What follows belongs to an exercise in optimizing a design on an open flow for small area, a short achievable clock period and few clock cycles per item; a production flow would make more cautious choices. Where RTL was checked, it was by simulation tests only, not by an equivalence proof against the original. Power and IR drop assume default switching activity.

Design SHA, start of the top module:
module SHA(
	input logic PCLK_IN,
	input logic [4:0] PADDR_IN,
	input logic PRESETn_IN,
	input logic PSEL_IN,
	input logic PENABLE_IN,
	input logic PWRITE_IN,
	input logic [31:0] PWDATA_IN,
	output logic PREADY_OUT,
	output logic [31:0] PRDATA_OUT);
Size in the first run: about 4700 cells after synthesis, roughly 1500 flip-flops, about 75 I/O pins, ~53000 µm² of cells after synthesis.
==> flow/config.mk <==
export PLATFORM = sky130hd
export DESIGN_NAME = SHA
export DESIGN_NICKNAME = SHA
export VERILOG_FILES = /design/flow/design.v
export SDC_FILE = /design/flow/constraint.sdc
export NUM_CORES = 8
export LEC_CHECK = 0
export CAP_MARGIN = 20
export CORE_MARGIN = 2
export CORE_UTILIZATION = 50
export GPL_TIMING_DRIVEN = 1
export PLACE_DENSITY = 0.6
export SLEW_MARGIN = 20
export TNS_END_PERCENT = 5
==> flow/constraint.sdc <==
create_clock -name core_clock -period 11.0 [get_ports {PCLK_IN}]
set_input_delay 2.2000 -clock core_clock [delete_from_list [all_inputs] [get_ports {PCLK_IN}]]
set_output_delay 2.2000 -clock core_clock [all_outputs]
set_load 0.01 [all_outputs]
standard.sh (not shown) runs the stock make flow with config.mk's settings and CLKGATE_MAP_FILE= SYNTH_SCRIPT=/design/flow/synth_recipe.tcl, a recipe that flattens the netlist after the stock synthesis.
==> flow/flow/run.sh <==
#!/bin/bash
# The standard layout with: the standard synthesis script, its logic mapped
# by a delay-oriented ABC script; repair_timing aiming for a larger setup slack;
# a clock tree of larger sink clusters without dummy loads; buf_2 port buffers.
set -euo pipefail
here=$PWD
{ head -1 synth_recipe.tcl; sed "s|@ABC_SCRIPT@|$here/flow/delay.abc|" flow/abc_override.tcl; tail -n +2 synth_recipe.tcl; } > my_synth.tcl
bash standard.sh SYNTH_SCRIPT=$here/my_synth.tcl SETUP_SLACK_MARGIN=7.8 \
  "CTS_ARGS=-sink_clustering_enable -repair_clock_nets -dont_use_dummy_load -sink_clustering_size 24 -sink_clustering_max_diameter 100" \
  "BUFFER_PORTS_ARGS=-buffer_cell sky130_fd_sc_hd__buf_2" \
  finish > standard.log 2>&1
==> flow/flow/abc_override.tcl <==
# Map the logic with a delay-oriented ABC script (structural hashing, then a
# choice computation and a delay-driven cut mapping), instead of
# ORFS's abc_speed.script. Only the combinational mapping changes.
proc abc {args} {
  set i [lsearch -exact $args -script]
  if {$i >= 0} { set args [lreplace $args $i [expr {$i + 1}] -script @ABC_SCRIPT@] }
  yosys abc {*}$args
}
==> flow/flow/delay.abc <==
strash; dch; map -D 1500; topo; buffer -c; upsize -c; dnsize -c
The starting point finished clean.
Then changed:
--- a/flow/flow/run.sh
+++ b/flow/flow/run.sh
@@ -6,5 +6,5 @@
 here=$PWD
 { head -1 synth_recipe.tcl; sed "s|@ABC_SCRIPT@|$here/flow/delay.abc|" flow/abc_override.tcl; tail -n +2 synth_recipe.tcl; } > my_synth.tcl
-bash standard.sh SYNTH_SCRIPT=$here/my_synth.tcl SETUP_SLACK_MARGIN=7.8 \
+bash standard.sh SYNTH_SCRIPT=$here/my_synth.tcl SETUP_SLACK_MARGIN=7.6 \
   "CTS_ARGS=-sink_clustering_enable -repair_clock_nets -dont_use_dummy_load -sink_clustering_size 24 -sink_clustering_max_diameter 100" \
   "BUFFER_PORTS_ARGS=-buffer_cell sky130_fd_sc_hd__buf_2" \
Settings changed: TNS_END_PERCENT 5 to 100.
Result: Hold slack gains 34 ps; combinational power falls by 6.3%; die area stays the same; final area is about the same; synthesized cell count does not change; worst setup slack gains 40 ps; sequential share of layout area rises by 0.18 points; area after synthesis stays the same; global-route usage falls by 0.59 points.
Function was not checked in any run of this note: the RTL went through the layout flow alone.

========
SHA, a different RTL version from the one above (not shown whole).
For scale: ~4,300 cells after synthesis, roughly 1,400 flip-flops, ~75 I/O pins, about 52,000 sq um of cells after synthesis.
clock: 11.0 ns
lec_check: 0
abc_clock_period_in_ps: 2500
cap_margin: 20
core_margin: 2
core_utilization: 50
place_density: 0.6
setup_slack_margin: 5
slew_margin: 20
run.sh (not shown) runs the stock make flow with config.mk's settings and CLKGATE_MAP_FILE= SYNTH_SCRIPT=/design/flow/synth_recipe.tcl, a recipe that flattens the netlist after the stock synthesis.
Stock flow here: none of the scripts above is used.
The baseline passed the timing, DRC and antenna checks.
Testbench counts at the start, summed over its fixed seeds: cycles 33,698, blocks 397.
Rerun with:
--- a/flow/config.mk
+++ b/flow/config.mk
@@ -7,8 +7,6 @@
 export LEC_CHECK = 0
-export ABC_CLOCK_PERIOD_IN_PS = 2500
 export CAP_MARGIN = 20
 export CORE_MARGIN = 2
-export CORE_UTILIZATION = 50
-export PLACE_DENSITY = 0.6
-export SETUP_SLACK_MARGIN = 5
+export CORE_UTILIZATION = 25
+export PLACE_DENSITY = 0.45
 export SLEW_MARGIN = 20
Via count went down by 1.5%.
Worst hold slack is about the same.
Synthesized area is unchanged.
Register-to-register slack got worse by 1200 ps.
Design area climbs by 3.1%.
Critical path depth rises by 1.
Setup slack gets worse by 1200 ps.

[port drivers added, routing unchanged]
How much do the figures lean on ideal ports? The routed layouts below were timed once more, with nothing changed but the port constraints.
Step 1: set_driving_cell puts a clkbuf_16 on PCLK_IN and a buf_2 on each other input, an assumption about the parent block.
Step 2 moves the port delays by t, midway between the first and last clock arrival at a register: inputs arrive t later, outputs are due t later. That takes back most of the time a late clock gives input paths.
Three values: no drivers, after step 1, after step 2; two values: the first two.
| run | shift t [ns] | slack for setup (ns) | hold WS [ns] | slew at the worst register clock pin (ns) | pins driven straight from the clock port |
|---|---|---|---|---|---|
| the first run of note 1 | 0.736 | 7.369 / 7.362 / 6.626 | 0.274 / 0.274 / 0.274 | 0.10 / 0.10 | 1 |
| the second run of note 1 | 0.719 | 7.410 / 7.410 / 6.898 | 0.308 / 0.308 / 0.308 | 0.10 / 0.10 | 1 |
| the first run of note 2 | 0.823 | 5.397 / 5.397 / 4.712 | 0.298 / 0.298 / 0.298 | 0.06 / 0.06 | 1 |
| the second run of note 2 | 0.855 | 4.204 / 4.204 / 4.204 | 0.296 / 0.296 / 0.296 | 0.07 / 0.07 | 1 |
After both steps setup and hold are still met in every run listed. The setup slack of the first run of note 1, which loses most, moves by -0.007 ns with the drivers and by -0.743 ns with both steps.
